Source: an optimization exercise on an open RTL-to-GDS flow (aim: small area). Production flows keep margins and buffers that such runs may drop. Function was checked by simulation only, so behaviour that the tests miss may differ from the original. Power is estimated from default activity; no workload was simulated.

==> flow/design.v <==
module fifo(clk, reset_n, rd_en, wr_en, d_in, d_out, full, empty, wr_ack, wr_err, rd_ack, rd_err, data_count, next_data_count);
  input clk, reset_n, rd_en, wr_en;
  input [31:0] d_in;
  output full, empty, wr_ack, wr_err, rd_ack, rd_err;
  output [3:0] data_count, next_data_count;
  output [31:0] d_out;
  reg [3:0] cnt;
  reg wack, rack, err;
  reg [31:0] mem0, mem1, mem2, mem3, mem4, mem5, mem6, mem7;
  wire is_full = cnt[3];
  wire is_empty, do_wr, do_rd, do_err, no_req, act;
  fifo_nor4  g_empty(.a(cnt[3]), .b(cnt[2]), .c(cnt[1]), .d(cnt[0]), .y(is_empty));
  fifo_andn  g_dowr(.a(wr_en), .b(cnt[3]), .y(do_wr));                  
  fifo_nor2a g_dord(.a(do_wr), .b(is_empty), .c(rd_en), .y(do_rd));     
  fifo_nor2  g_noreq(.a(wr_en), .b(rd_en), .y(no_req));
  fifo_nor3  g_err(.a(do_wr), .b(do_rd), .c(no_req), .y(do_err));     
  fifo_nor2  g_act(.a(no_req), .b(do_err), .y(act));                  
  wire m1n, c01, n01, t2n, w3;
  fifo_xor2  g_n0(.a(cnt[0]), .b(act), .y(next_data_count[0]));
  fifo_mux2i g_m1(.s(cnt[0]), .a0(do_rd), .a1(do_wr), .y(m1n));
  fifo_xnor2 g_n1(.a(cnt[1]), .b(m1n), .y(next_data_count[1]));
  fifo_and2  g_c01(.a(cnt[0]), .b(cnt[1]), .y(c01));
  fifo_nor2  g_n01(.a(cnt[0]), .b(cnt[1]), .y(n01));
  fifo_aoi22 g_t2(.a1(do_wr), .a2(c01), .b1(do_rd), .b2(n01), .y(t2n));
  fifo_xnor2 g_n2(.a(cnt[2]), .b(t2n), .y(next_data_count[2]));
  fifo_and3  g_w3(.a(do_wr), .b(c01), .c(cnt[2]), .y(w3));
  fifo_ndc3  g_n3(.full(cnt[3]), .rd(do_rd), .w3(w3), .y(next_data_count[3]));
  always @(posedge clk or negedge reset_n) begin
    if (!reset_n) begin
      cnt  <= 4'd0;
      wack <= 1'b0;
      rack <= 1'b0;
      err  <= 1'b0;
    end else begin
      cnt  <= next_data_count;
      wack <= do_wr;
      rack <= do_rd;
      err  <= do_err;
    end
  end
  always @(posedge clk) begin
    if (do_wr) begin
      mem0 <= d_in;
      mem1 <= mem0;
      mem2 <= mem1;
      mem3 <= mem2;
      mem4 <= mem3;
      mem5 <= mem4;
      mem6 <= mem5;
      mem7 <= mem6;
    end
  end
  wire [7:0] sel;
  wire [3:0] sel_lo;
  fifo_sel_lo g_sl0(.r(rack), .c1(cnt[1]), .c0(cnt[0]), .y(sel_lo[0]));
  fifo_sel_lo g_sl1(.r(rack), .c1(cnt[1]), .c0(~cnt[0]), .y(sel_lo[1]));
  fifo_sel_lo g_sl2(.r(rack), .c1(~cnt[1]), .c0(cnt[0]), .y(sel_lo[2]));
  fifo_sel_lo g_sl3(.r(rack), .c1(~cnt[1]), .c0(~cnt[0]), .y(sel_lo[3]));
  genvar gi;
  generate for (gi = 0; gi < 4; gi = gi + 1) begin : g_sel
    fifo_andn g_lo(.a(sel_lo[gi]), .b(cnt[2]), .y(sel[gi]));
    fifo_and2 g_hi(.a(sel_lo[gi]), .b(cnt[2]), .y(sel[gi + 4]));
  end endgenerate
  genvar gb;
  generate for (gb = 0; gb < 32; gb = gb + 1) begin : g_rd
    fifo_rd_bit rd_bit(.sel(sel),
                       .d({mem7[gb], mem6[gb], mem5[gb], mem4[gb], mem3[gb], mem2[gb], mem1[gb], mem0[gb]}),
                       .q(d_out[gb]));
  end endgenerate
  assign data_count = cnt;
  assign full = is_full;
  assign empty = is_empty;
  assign wr_ack = wack;
  assign rd_ack = rack;
  fifo_and2 g_werr(.a(err), .b(cnt[3]), .y(wr_err));
  fifo_andn g_rerr(.a(err), .b(cnt[3]), .y(rd_err));
endmodule
module fifo_rd_bit(sel, d, q);
  input [7:0] sel, d;
  output q;
  wire n0, n1;
  fifo_aoi222 a0(.a(sel[2:0]), .b(d[2:0]), .y(n0));
  fifo_aoi222 a1(.a(sel[5:3]), .b(d[5:3]), .y(n1));
  assign q = ~(n0 & n1) | (sel[6] & d[6]) | (sel[7] & d[7]);
endmodule
module fifo_aoi222(a, b, y);
  input [2:0] a, b;
  output y;
  assign y = ~|(a & b);
endmodule
module fifo_nor4(a, b, c, d, y);
  input a, b, c, d;
  output y;
  assign y = ~(a | b | c | d);
endmodule
module fifo_nor3(a, b, c, y);
  input a, b, c;
  output y;
  assign y = ~(a | b | c);
endmodule
module fifo_nor2(a, b, y);
  input a, b;
  output y;
  assign y = ~(a | b);
endmodule
module fifo_nor2a(a, b, c, y);
  input a, b, c;
  output y;
  assign y = c & ~(a | b);
endmodule
module fifo_andn(a, b, y);
  input a, b;
  output y;
  assign y = a & ~b;
endmodule
module fifo_and2(a, b, y);
  input a, b;
  output y;
  assign y = a & b;
endmodule
module fifo_and3(a, b, c, y);
  input a, b, c;
  output y;
  assign y = a & b & c;
endmodule
module fifo_xor2(a, b, y);
  input a, b;
  output y;
  assign y = a ^ b;
endmodule
module fifo_xnor2(a, b, y);
  input a, b;
  output y;
  assign y = ~(a ^ b);
endmodule
module fifo_mux2i(s, a0, a1, y);
  input s, a0, a1;
  output y;
  assign y = ~(s ? a1 : a0);
endmodule
module fifo_aoi22(a1, a2, b1, b2, y);
  input a1, a2, b1, b2;
  output y;
  assign y = ~((a1 & a2) | (b1 & b2));
endmodule
module fifo_ndc3(full, rd, w3, y);
  input full, rd, w3;
  output y;
  assign y = (full & ~rd) | w3;
endmodule
module fifo_sel_lo(r, c1, c0, y);
  input r, c1, c0;
  output y;
  assign y = r & ~c1 & ~c0;
endmodule
clock: 5.0 ns
lec_check: 0
cap_margin: 20
core_margin: 2
core_utilization: 40
slew_margin: 20
synth_hierarchical: 1
synth_minimum_keep_size: 0
standard.sh (not shown) runs the stock make flow with config.mk's settings and CLKGATE_MAP_FILE= SYNTH_SCRIPT=/design/flow/synth_recipe.tcl, a recipe that flattens the netlist after the stock synthesis.
==> flow/flow/run.sh <==
#!/bin/bash
# Standard ORFS layout with these changes: after floorplan, synthesis buffers
# are removed and cells set to their smallest size (downsize.tcl); port buffers
# use the smallest buffer cell; CTS uses clkbuf_8, larger sink clusters and no
# dummy loads.
set -euo pipefail
here=$(cd "$(dirname "$0")" && pwd)
export POST_FLOORPLAN_TCL="$here/downsize.tcl"
export BUFFER_PORTS_ARGS="-buffer_cell sky130_fd_sc_hd__buf_1"
export CTS_ARGS="-sink_clustering_enable -repair_clock_nets -dont_use_dummy_load -buf_list {sky130_fd_sc_hd__clkbuf_4 sky130_fd_sc_hd__clkbuf_8} -root_buf sky130_fd_sc_hd__clkbuf_4 -sink_clustering_buffer sky130_fd_sc_hd__clkbuf_8 -sink_clustering_size 18 -sink_clustering_max_diameter 60"
bash standard.sh > flow_make.log 2>&1
==> flow/flow/downsize.tcl <==
# After floorplan: drop the buffers synthesis inserted and give every
# combinational cell its smallest drive strength. Placement's repair_design and
# the later repair_timing passes add back whatever drive the layout needs.
remove_buffers
set n 0
foreach inst [get_cells *] {
  set master [get_property $inst ref_name]
  if {![regexp {^(sky130_fd_sc_hd__[a-z0-9]+)_([0-9]+)$} $master -> base sz]} { continue }
  if {[regexp {__(df|edf|sdf|dl|tap|fill|decap|conb|clk)} $base]} { continue }
  if {$sz <= 1} { continue }
  set lc [get_lib_cells -quiet ${base}_1]
  if {$lc == ""} { continue }
  replace_cell $inst $lc
  incr n
}
puts "downsize.tcl: resized $n cells to drive strength 1"
Then changed:
--- a/flow/flow/run.sh
+++ b/flow/flow/run.sh
@@ -10 +10 @@
-export CTS_ARGS="-sink_clustering_enable -repair_clock_nets -dont_use_dummy_load -buf_list {sky130_fd_sc_hd__clkbuf_4 sky130_fd_sc_hd__clkbuf_8} -root_buf sky130_fd_sc_hd__clkbuf_4 -sink_clustering_buffer sky130_fd_sc_hd__clkbuf_8 -sink_clustering_size 18 -sink_clustering_max_diameter 60"
+export CTS_ARGS="-sink_clustering_enable -repair_clock_nets -dont_use_dummy_load -buf_list {sky130_fd_sc_hd__clkbuf_4 sky130_fd_sc_hd__clkbuf_8} -root_buf sky130_fd_sc_hd__clkbuf_4 -sink_clustering_buffer sky130_fd_sc_hd__clkbuf_8 -sink_clustering_size 20 -sink_clustering_max_diameter 70"
- CORE_UTILIZATION: 40 -> 60
Area after synthesis stays the same.
Hold slack loses 3.7 ps.
Via count shrinks by 1.8%.
Die area is lower by about 33%.
Cell count goes down by 12%.
Synthesized cell count does not change.
Non-clock buffer count does not change.
Global-route usage went up by 5.7 points.


fifo, a different RTL version from the one above (not shown whole).
For scale: roughly 260 flip-flops, about 9200 sq um of cells after synthesis.
export LEC_CHECK = 0
export CAP_MARGIN = 20
export CORE_MARGIN = 2
export CORE_UTILIZATION = 40
export SLEW_MARGIN = 20
export SYNTH_HIERARCHICAL = 1
export SYNTH_MINIMUM_KEEP_SIZE = 0
create_clock -name core_clock -period 5.0 [get_ports {clk}]
==> flow/flow/run.sh <==
#!/bin/bash
# Standard ORFS layout with these changes: after floorplan, synthesis buffers
# are removed and cells set to their smallest size (downsize.tcl); port buffers
# use the smallest buffer cell; CTS uses clkbuf_8, larger sink clusters and no
# dummy loads.
set -euo pipefail
here=$(cd "$(dirname "$0")" && pwd)
export POST_FLOORPLAN_TCL="$here/downsize.tcl"
export BUFFER_PORTS_ARGS="-buffer_cell sky130_fd_sc_hd__buf_1"
export CTS_ARGS="-sink_clustering_enable -repair_clock_nets -dont_use_dummy_load -buf_list {sky130_fd_sc_hd__clkbuf_8} -sink_clustering_size 20 -sink_clustering_max_diameter 70"
bash standard.sh > flow_make.log 2>&1
Scripts as last shown in full above: flow/flow/downsize.tcl
Edit:
--- a/flow/flow/run.sh
+++ b/flow/flow/run.sh
@@ -9,3 +9,3 @@
 export BUFFER_PORTS_ARGS="-buffer_cell sky130_fd_sc_hd__buf_1"
-export CTS_ARGS="-sink_clustering_enable -repair_clock_nets -dont_use_dummy_load -buf_list {sky130_fd_sc_hd__clkbuf_8} -sink_clustering_size 20 -sink_clustering_max_diameter 70"
+export CTS_ARGS="-sink_clustering_enable -repair_clock_nets -dont_use_dummy_load -buf_list {sky130_fd_sc_hd__clkbuf_4} -sink_clustering_size 12 -sink_clustering_max_diameter 50"
 bash standard.sh > flow_make.log 2>&1
--- a/flow/config.mk
+++ b/flow/config.mk
@@ -9,3 +9,3 @@
 export CORE_MARGIN = 2
-export CORE_UTILIZATION = 40
+export CORE_UTILIZATION = 65
 export SLEW_MARGIN = 20
Outcome: Clock-buffer cell count grows by 8; die area went down by well over a third; worst hold slack got worse by 0.11 ns; register-to-register slack is better by 0.78 ns; power decreases by a few percent; worst setup slack gets better by 0.0038 ns.


Setup of build 16:
Starting RTL as in the previous note.
==> flow/config.mk <==
export PLATFORM = sky130hd
export DESIGN_NAME = fifo
export DESIGN_NICKNAME = fifo
export VERILOG_FILES = /design/flow/design.v
export SDC_FILE = /design/flow/constraint.sdc
export NUM_CORES = 4
export LEC_CHECK = 0
export CAP_MARGIN = 20
export CORE_MARGIN = 2
export CORE_UTILIZATION = 40
export SLEW_MARGIN = 20
export SYNTH_HIERARCHICAL = 1
export SYNTH_MINIMUM_KEEP_SIZE = 0
==> flow/constraint.sdc <==
create_clock -name core_clock -period 5.0 [get_ports {clk}]
set_input_delay 1.0000 -clock core_clock [delete_from_list [all_inputs] [get_ports {clk}]]
set_output_delay 1.0000 -clock core_clock [all_outputs]
set_load 0.01 [all_outputs]
==> flow/flow/run.sh <==
#!/bin/bash
# Standard ORFS layout with these changes: port buffers use the smallest buffer
# cell, and CTS uses chosen clock buffers, larger sink clusters and no dummy loads.
set -euo pipefail
export BUFFER_PORTS_ARGS="-buffer_cell sky130_fd_sc_hd__buf_1"
export CTS_ARGS="-sink_clustering_enable -repair_clock_nets -dont_use_dummy_load -buf_list {sky130_fd_sc_hd__clkbuf_16} -sink_clustering_size 32 -sink_clustering_max_diameter 100"
bash standard.sh > flow_make.log 2>&1
Input-level comparison between build 77 and build 16:
- CORE_UTILIZATION now 50, was 40
==> flow/flow/run.sh <==
#!/bin/bash
# Standard ORFS layout with these changes: after floorplan, synthesis buffers
# are removed and cells set to their smallest size (downsize.tcl); port buffers
# use the smallest buffer cell; CTS uses clkbuf_8, larger sink clusters and no
# dummy loads.
set -euo pipefail
here=$(cd "$(dirname "$0")" && pwd)
export POST_FLOORPLAN_TCL="$here/downsize.tcl"
export BUFFER_PORTS_ARGS="-buffer_cell sky130_fd_sc_hd__buf_1"
export CTS_ARGS="-sink_clustering_enable -repair_clock_nets -dont_use_dummy_load -buf_list {sky130_fd_sc_hd__clkbuf_8} -sink_clustering_size 21 -sink_clustering_max_diameter 60"
bash standard.sh > flow_make.log 2>&1
==> flow/flow/downsize.tcl (new file) <==
# After floorplan: drop the buffers synthesis inserted and give every
# combinational cell its smallest drive strength. Placement's repair_design and
# the later repair_timing passes add back whatever drive the layout needs.
remove_buffers
set n 0
foreach inst [get_cells *] {
  set master [get_property $inst ref_name]
  if {![regexp {^(sky130_fd_sc_hd__[a-z0-9]+)_([0-9]+)$} $master -> base sz]} { continue }
  if {[regexp {__(df|edf|sdf|dl|tap|fill|decap|conb|clk)} $base]} { continue }
  if {$sz <= 1} { continue }
  set lc [get_lib_cells -quiet ${base}_1]
  if {$lc == ""} { continue }
  replace_cell $inst $lc
  incr n
}
puts "downsize.tcl: resized $n cells to drive strength 1"
Notes after the runs:
Compared to build 16, build 77 shows a narrower setup margin.
Overall power of the completed layout ended up 130 uW lower on build 77 than on build 16.
Build 77 and build 16 ended up with nearly the same via total after detailed routing.
Diff build 16 -> build 77 | routed metal-1 wire length | down by a few percent
> inputs changed (build 77 -> build 69)
- CORE_UTILIZATION changed from 50 to 40
- SLEW_MARGIN changed from 20 to 0
- CAP_MARGIN changed from 20 to 0
-- flow/flow/run.sh --
<<< build 77, line 9
export BUFFER_PORTS_ARGS="-buffer_cell sky130_fd_sc_hd__buf_1"
export CTS_ARGS="-sink_clustering_enable -repair_clock_nets -dont_use_dummy_load -buf_list {sky130_fd_sc_hd__clkbuf_8} -sink_clustering_size 21 -sink_clustering_max_diameter 60"
bash standard.sh > flow_make.log 2>&1
>>> build 69, line 9
export BUFFER_PORTS_ARGS="-buffer_cell sky130_fd_sc_hd__buf_1"
export CTS_ARGS="-sink_clustering_enable -repair_clock_nets -dont_use_dummy_load -buf_list {sky130_fd_sc_hd__clkbuf_8} -sink_clustering_size 20 -sink_clustering_max_diameter 70"
bash standard.sh > flow_make.log 2>&1
==> run summary <==
- Area overhead of the layout relative to synthesis, build 77 and build 69, lower one = build 77.
- Run comparison: build 69 endpoint of the worst setup timing path d_out[11]; build 77 endpoint of the worst setup timing path d_out[23]
- Between build 77 and build 69, the cell count went up.
- Share of the core filled with cells in the final layout in build 69 vs build 77: down 11 points
- Clock skew after layout deteriorates in build 69 relative to build 77.
- Relative to build 77, routed wire length has gone up in build 69.
- Sequential share of layout area on build 69 is down relative to build 77.
Inputs modified between build 69 and build 38:
- SLEW_MARGIN: 0 -> 20
- CAP_MARGIN: 0 -> 20
==> flow/flow/run.sh <==
#!/bin/bash
# Standard ORFS layout with these changes: port buffers use the smallest buffer
# cell, and CTS uses chosen clock buffers, larger sink clusters and no dummy loads.
set -euo pipefail
export BUFFER_PORTS_ARGS="-buffer_cell sky130_fd_sc_hd__buf_1"
export CTS_ARGS="-sink_clustering_enable -repair_clock_nets -dont_use_dummy_load -buf_list {sky130_fd_sc_hd__clkbuf_8} -sink_clustering_size 18 -sink_clustering_max_diameter 60"
bash standard.sh > flow_make.log 2>&1
removed: flow/flow/downsize.tcl
Results
On power dissipated by switching net loads, build 38 does worse than build 69.
Diff build 38..build 69 | post-cts resize count | unchanged
Between build 38 and build 69, detailed-routed wire length on met3 is lower for build 69, build 38 comes in above that.
Compared with build 69, in build 38 wire length of the first global-routing pass shows a reduction of 1.2%; count of non-filler cells in the finished layout shows an increase of 4.
Taking build 69 as the reference point, the global placement routability congestion of build 38 rises by about 1.8%.

re-timing with driven ports:
How much do the figures lean on ideal ports? The routed layouts below were timed once more, with nothing changed but the port constraints. Step 1, drivers: a clkbuf_16 drives clk and a buf_2 each remaining input, both assumed. Step 2, shift: input delay + t, output delay - t, t = (earliest + latest rising clock arrival at the registers) / 2. This alone moves slack from input paths to output paths. Three values: no drivers, after step 1, after step 2; two values: the first two.
run | t (ns) | setup slack, ns | hold WS [ns] | worst register clock-pin slew, ns
the first run of note 1 | 0.652 | 0.913 / 0.875 / 1.451 | 0.270 / 0.256 / 0.395 | 0.11 / 0.11
the second run of note 1 | 0.613 | 0.970 / 0.931 / 1.387 | 0.266 / 0.252 / 0.376 | 0.12 / 0.12
the first run of note 2 | 0.523 | 0.954 / 0.916 / 1.439 | 0.360 / 0.346 / 0.383 | 0.12 / 0.12
the second run of note 2 | 0.669 | 0.958 / 0.922 / 1.592 | 0.252 / 0.242 / 0.446 | 0.12 / 0.12
build 16 | 0.504 | 1.055 / 1.013 / 1.517 | 0.398 / 0.379 / 0.422 | 0.12 / 0.12
build 77 | 0.543 | 1.031 / 0.993 / 1.334 | 0.384 / 0.373 / 0.426 | 0.12 / 0.12
build 69 | 0.523 | 0.954 / 0.916 / 1.439 | 0.360 / 0.346 / 0.383 | 0.12 / 0.12
build 38 | 0.538 | 1.011 / 0.973 / 1.511 | 0.354 / 0.340 / 0.446 | 0.11 / 0.11
After both steps setup and hold are still met in every run listed.
